From an optimization exercise on the open Yosys and OpenROAD flow, aimed at a short achievable clock period and few clock cycles; shortcuts taken in it are not production practice. In this exercise RTL edits were held to simulation tests only and were not proved equivalent to the original. Power figures rest on the tool's default switching activity, not on a simulated workload.

File: run.sh
#!/bin/bash
# synth_recipe.tcl (not shown) runs the flow's synth.tcl, then flattens the netlist and writes it again
# the make line also repeats each setting of config.mk as NAME=value (left out here)
make -C /OpenROAD-flow-scripts/flow DESIGN_CONFIG=/design/flow/config.mk WORK_HOME=/design/flow/orfs CLKGATE_MAP_FILE= SYNTH_SCRIPT=/design/flow/synth_recipe.tcl finish
File: config.mk
export PLATFORM = sky130hd
export DESIGN_NAME = CPU
export DESIGN_NICKNAME = CPU
export VERILOG_FILES = /design/flow/design.v
export SDC_FILE = /design/flow/constraint.sdc
export NUM_CORES = 4
export LEC_CHECK = 0
export CAP_MARGIN = 20
export CORE_MARGIN = 2
export CORE_UTILIZATION = 40
export SLEW_MARGIN = 20
File: constraint.sdc
create_clock -name core_clock -period 7.0 [get_ports {clk}]
set_input_delay 1.4000 -clock core_clock [delete_from_list [all_inputs] [get_ports {clk}]]
set_output_delay 1.4000 -clock core_clock [all_outputs]
set_load 0.01 [all_outputs]
File: design.v
module ArithmeticLogicUnit(       
      input [19:0] input1,  
      input [19:0] input2,   
      input [1:0] select,      
      output reg [19:0] result          
   );  
 always @(*)  
 begin   
      case(select)  
      2'b00: result = input1 + input2;  
      2'b01: result = input1 & input2;  
      2'b10: result = input1 | input2;  
      2'b11: result = input1 ^ input2;  
      default:result = input1 + input2;  
      endcase  
 end  
 endmodule  
module RegisterFile(
 input    clock,
 input    reset,
 input    WE,
 input  [3:0] DstAddr,
 input  [19:0] input1,
 input  [3:0] Src1Addr,
 output  [19:0] Src1Out,
 input  [3:0] Src2Addr,
 output  [19:0] Src2Out
);
 reg [19:0] register_array [15:0];
 integer i;
 always @ (posedge clock ) begin
   if (reset) begin
    for(i=0;i<16;i=i+1)
     register_array[i] <= 20'd0;
   end else if(WE) begin
    register_array[DstAddr] <= input1;
   end
 end
 assign Src1Out = register_array[Src1Addr];
 assign Src2Out = register_array[Src2Addr];
endmodule
module Control_Unit(
      input clock,
      input reset,
      input [3:0] opcode,
      input [2:0] nzp,
      input greater, less, equal,
      output reg IR_WE,
      output reg PC_WE,
      output reg branch_sig,
      output reg reg_write,
      output reg mem_load,
      output reg mem_st,
      output reg imm_signal,
      output reg [1:0] alu_control,
      output reg src_sel
    );
 localparam S_FETCH  = 2'd0;
 localparam S_DECODE = 2'd1;
 localparam S_EXEC   = 2'd2;
 localparam S_MEM    = 2'd3;
 reg [1:0] state, next_state;
 always @(posedge clock)
 begin
  if (reset)
   state <= S_FETCH;
  else
   state <= next_state;
 end
 always @(*)
 begin
  next_state  = S_FETCH;
  IR_WE       = 1'b0;
  PC_WE       = 1'b0;
  branch_sig  = 1'b0;
  reg_write   = 1'b0;
  mem_load    = 1'b0;
  mem_st      = 1'b0;
  imm_signal  = opcode[0];
  alu_control = opcode[2:1];
  src_sel     = ~opcode[3];
  case (state)
   S_FETCH:  next_state = S_DECODE;
   S_DECODE: begin
     IR_WE = 1'b1;
     next_state = S_EXEC;
   end
   S_EXEC: begin
     case (opcode)
      4'h0, 4'h1, 4'h2, 4'h3, 4'h4, 4'h5, 4'h6, 4'h7: begin  
        reg_write = 1'b1;
        PC_WE = 1'b1;
      end
      4'h8: begin  
        branch_sig = 1'b1;
        PC_WE = 1'b1;
      end
      4'h9: begin  
        next_state = S_MEM;
      end
      4'ha: begin  
        mem_st = 1'b1;
        PC_WE = 1'b1;
      end
      default: begin  
        branch_sig = (nzp[2] & less) | (nzp[1] & equal) | (nzp[0] & greater);
        PC_WE = 1'b1;
      end
     endcase
   end
   S_MEM: begin
     reg_write = 1'b1;
     mem_load = 1'b1;
     PC_WE = 1'b1;
   end
  endcase
 end
endmodule
module Datapath_Unit(
 input clk,
 input reset,
 input IR_WE, PC_WE, branch_sig, reg_write, mem_load, imm_signal, src_sel,
 input [1:0] alu_control,
 output [3:0] opcode,
 output [2:0] nzp,
 output greater, less, equal,
 output [9:0] imem_addr,
 input  [19:0] imem_rdata,
 output [9:0] dmem_addr,
 output [19:0] dmem_wdata,
 input  [19:0] dmem_rdata
);
 reg  [9:0] pc_current;
 reg  [19:0] instr;
 wire [9:0] plus1, pc_next, offset;
 wire [3:0] Src1Addr, Src2Addr, DstAddr;
 wire [19:0] Src1Out, Src2Out, IMM_bits, input2, ALUK, wb_data;
 always @(posedge clk)
 begin
   if (reset)
     pc_current <= 10'd0;
   else if (PC_WE)
     pc_current <= pc_next;
 end
 assign plus1 = pc_current + 10'd1;
 assign offset = (opcode == 4'h8) ? instr[9:0] : {{5{instr[7]}}, instr[7:3]};
 assign pc_next = branch_sig ? plus1 + offset : plus1;
 always @(posedge clk)
 begin
   if (reset)
     instr <= 20'd0;
   else if (IR_WE)
     instr <= imem_rdata;
 end
 assign imem_addr = pc_current;
 assign DstAddr  = instr[15:12];
 assign Src1Addr = src_sel ? instr[11:8] : instr[15:12];
 assign Src2Addr = src_sel ? instr[7:4]  : instr[11:8];
 RegisterFile reg_file
 (
  .clock(clk),
  .reset(reset),
  .WE(reg_write),
  .DstAddr(DstAddr),
  .input1(wb_data),
  .Src1Addr(Src1Addr),
  .Src1Out(Src1Out),
  .Src2Addr(Src2Addr),
  .Src2Out(Src2Out)
 );
 assign IMM_bits = {{12{instr[7]}}, instr[7:0]};
 assign input2 = imm_signal ? IMM_bits : Src2Out;
 ArithmeticLogicUnit alu_unit(.input1(Src1Out), .input2(input2), .select(alu_control), .result(ALUK));
 assign less    = $signed(Src1Out) < $signed(Src2Out);
 assign equal   = Src1Out == Src2Out;
 assign greater = $signed(Src1Out) > $signed(Src2Out);
 assign dmem_addr  = instr[9:0];
 assign dmem_wdata = Src1Out;
 assign wb_data = mem_load ? dmem_rdata : ALUK;
 assign opcode = instr[19:16];
 assign nzp    = instr[2:0];
endmodule
module CPU(
 input clk,
 input rst,
 output [9:0] imem_addr,
 input  [19:0] imem_rdata,
 output [9:0] dmem_addr,
 output [19:0] dmem_wdata,
 output dmem_we,
 input  [19:0] dmem_rdata
);
 wire IR_WE, PC_WE, branch_sig, reg_write, mem_load, mem_st, imm_signal, src_sel;
 wire greater, less, equal;
 wire [1:0] alu_control;
 wire [3:0] opcode;
 wire [2:0] nzp;
 Datapath_Unit DU
 (
  .clk(clk),
  .reset(rst),
  .IR_WE(IR_WE),
  .PC_WE(PC_WE),
  .branch_sig(branch_sig),
  .reg_write(reg_write),
  .mem_load(mem_load),
  .imm_signal(imm_signal),
  .src_sel(src_sel),
  .alu_control(alu_control),
  .opcode(opcode),
  .nzp(nzp),
  .greater(greater),
  .less(less),
  .equal(equal),
  .imem_addr(imem_addr),
  .imem_rdata(imem_rdata),
  .dmem_addr(dmem_addr),
  .dmem_wdata(dmem_wdata),
  .dmem_rdata(dmem_rdata)
 );
 Control_Unit Control
 (
  .clock(clk),
  .reset(rst),
  .opcode(opcode),
  .nzp(nzp),
  .greater(greater),
  .less(less),
  .equal(equal),
  .IR_WE(IR_WE),
  .PC_WE(PC_WE),
  .branch_sig(branch_sig),
  .reg_write(reg_write),
  .mem_load(mem_load),
  .mem_st(mem_st),
  .imm_signal(imm_signal),
  .alu_control(alu_control),
  .src_sel(src_sel)
 );
 assign dmem_we = mem_st;
endmodule
==> metrics.yaml <==
end_kind: "flop"
path_clk_slew_ns: 0.07
io_buffers: 82
grt_usage_pct: 23.97
finalSetupTns_ns: 0
startpoint_type: "flop"
grt_start_max_net_pins: 51
place_inst: 2411
cts_tree: "built"
synth_enable_flop_cells: 320
die_y_microns: 233.5
rsz0062_at_grt: "no"
wire_per_inst_microns: 26.23
worstPathArrival_ns: 6.46
peakVddDrop_mv: 0.1861
power_density_nw_per_um2: 266.8
fin_worst_skew_ns: 0.02016
critPathKind: "flop to flop"
max-cap-violations: 0
synth_area_leaders: "edfxtp_1 46%, mux4_2 18%, nor2_1 6.2%"
synth_area_sq_um: 21070
p_leak_uw: 0.009396
area_growth_pct: 14.59
netlist_instances: 1711
slew_headroom_pct: 29.58
numCtsBuffers: 39
firstDrtPassIters: 5
ant_nets: 0
layout-drive-gt1-share_pct: 20.34
fmaxAchievable_mhz: 161.3
viasPerCell: 5.984
rows: 84
dieArea_sq_um: 54520
post-route-period-util_pct: 88.55
cpMostUsedCell: "buf_4"
crit_fanout: 16
hold_viol: 0
initial_utilization_pct: 40.25
worst_ep_required_time_ns: 7.27
antenna_found_initial: 1
vias: 14830
layoutNonFillerInstCount: 2478
post-place-ws_ns: 0.8720
postSynthAreaPerCell_sq_um: 12.31
crit_buf_inv: 4
drc: 0
placed_cell_area_sq_um: 22870
io_pins: 83
grt_pass1_vias: 14810
ys_seq_elements: 352
fin_ws_ns: 0.8013
hold_buffers: 0
cts_setup_buffers: 0
clock_latency_ns: 0.55
synth.top_cell.area_share_pct: 45.61
coreArea_sq_um: 52340
die_w_microns: 233.5
gp_congestion: 0.8939
grt_pass1_wl_microns: 95510
synthArstFlopShare_pct: 0
yosysWarnings: 4
critPathMaxStageDelay_ns: 0.59
seq_area_frac_synth_pct: 48.65
drt-initial-drc-count: 1633
finalNetCount: 1878
finish.instance_area_sq_um: 24140
cts.sinks: 352
cts_root_buf: "clkbuf_16"
htreeDepth: 2
drv_slew: 0
period_minus_slack_ns: 6.199
hpwl_microns: 41050
timing.hold.ws_ns: 0.5184
synth_cell_type_count: 64
worst_pin_slew_ns: 1.027
routed_wl_microns: 64990
cts_resized: 0
netlist.top_cell.by_area: "edfxtp_1"
cpLargestDelayFamily: "multiplexers"
ys.flop_type: "edfxtp_1"
setup_violations: 0
hp-class: "flop to flop"
clock_path_buffers: 3
grt_overflow_total: 0
antennaDiodeCount: 0
syn_nets: 1825
slowest_stage: "o21ai_0"
status: "timing/DRC/antenna clean"
cp_cell_sequence: "buf_4 > mux2i_4 > buf_4 > buf_4 > mux4_2 > mux2_2 > o21ai_0 > o21ai_0 > ha_1 > a21o_1 > a21o_1 > a21boi_1 > inv_1 > a41oi_1 > xnor2_1 > mux4_2 > mux2i_4 > nor2_1"
-- placed cells by master, fill, tap and decap left out, drive strengths merged, types with 3 or more instances in the layout --
master         instances
nor2                 347
a2111oi                3
xor2                  11
clkdlybuf4s50         81
mux2i                109
o22ai                  3
ha                    70
nor2b                 17
o21ai                 56
mux4                 170
clkinv                10
nand4                  4
a31oi                  4
o21bai                 3
inv                   68
buf                   73
o21a                   4
bufinv                 3
nand2b                21
o211ai                 4
a21o                  15
edfxtp               320
or2                    3
xnor2                 20
and3                   8
clkbuf                52
mux2                  24
a21oi                 62
nor3                  24
dfxtp                 32
nor4                   3
nand2                106
or3                    6
a211oi                17
nand3                 13
-- cell type report --
class	instances	area (sq um)
clock buffers	52	1120
clock inverters	15	150.1
fillers	4634	28200
inverters	67	251.5
multi-input cells	1150	10050
flip-flops and latches	352	10250
well taps	688	860.8
repair buffers	154	1456
-- worst paths after layout --
check                from                           endpoint  slack [ns]  cells after the start
max          DU.instr[19]  DU.reg_file.register_array[6][15]        0.80                     18
max reg2reg  DU.instr[19]  DU.reg_file.register_array[6][15]        0.80                     18
min           DU.instr[3]                        DU.instr[3]        0.52                      2
min reg2reg   DU.instr[3]                        DU.instr[3]        0.52                      2
-- cells by family after synthesis --
logic type	synth area share, %
flops	48.65
fa+ha+maj	4.347
compound gates	5.440
simple gates	11.06
buf+inv	4.371
xor+xnor	1.289
mux	24.85
-- state kept, by name (all words and copies together), names as in the netlist --
register,cells
Control.state,2
DU.pc_current,10
DU.reg_file.register_array,320
DU.instr,20
-- worst min-delay path: stages (launching register included) --
cell	delay (ns)
dfxtp_1	0.35
nand2_1	0.07
a21oi_1	0.05
-- synthesized netlist by cell type (3+ instances only) --
library cell	instances
a211oi_1	17
a21o_1	15
a21oi_1	61
a31oi_1	4
and3_1	8
buf_1	8
buf_2	25
buf_4	16
buf_6	3
clkbuf_1	87
dfxtp_1	32
edfxtp_1	320
ha_1	70
inv_1	67
mux2_2	24
mux2i_1	105
mux2i_4	3
mux4_2	169
nand2_1	106
nand2b_1	21
nand3_1	13
nand4_1	4
nor2_1	346
nor2b_1	17
nor3_1	23
o211ai_1	4
o21a_1	4
o21ai_0	52
o21ai_1	4
o21bai_1	3
o22ai_1	3
or2_2	3
or3_1	6
xnor2_1	20
xor2_1	11
-- through the flow --
step	utilization, %	total power (uW)
global route	46.13	6676
finish	46.13	6441
global placement	43.69	4332
CTS	46.12	6431
floorplan	-	3723
detailed placement	43.69	4361
-- power breakdown --
group | internal (uW) | total [uW] | switching (uW)
logic | 741 | 1920 | 1180
clock network | 1230 | 2090 | 863
registers | 2370 | 2430 | 56.9
-- per-layer routing --
metal | up-vias | wire length [microns] | global-route usage [%]
li1 | 6432 | - | -
met1 | 7604 | 26150 | 32.11
met2 | 699 | 31900 | 41.29
met3 | 93 | 5435 | 2.710
met4 | 0 | 1504 | 6.566
met5 | - | 0 | 0
Testbench counts, summed over its fixed seeds: cycles 55,560.

==> separate check: timing with driven ports <==
The results above use ideal ports. As a check the final layout listed here was re-extracted and re-timed, cells and wires unchanged.
Step 1 assumes that a clkbuf_16 drives the clock port and a buf_2 every other input.
Step 2 moves the port delays by t, midway between the first and last clock arrival at a register: inputs arrive t later, outputs are due t later. That takes back most of the time a late clock gives input paths.
Slacks: no drivers / after step 1 / after step 2; pairs: no drivers / after step 1.
t (ns): 0.603
setup slack, ns: 0.801 / 0.801 / 0.801
worst setup path after step 2: register to register
worst slew at a driven data input, ns: 0.04
pins driven straight from the clock port: 1
After both steps this run still meets setup and hold. The setup slack of this run moves by 0.000 ns with the drivers and by 0.000 ns with both steps.
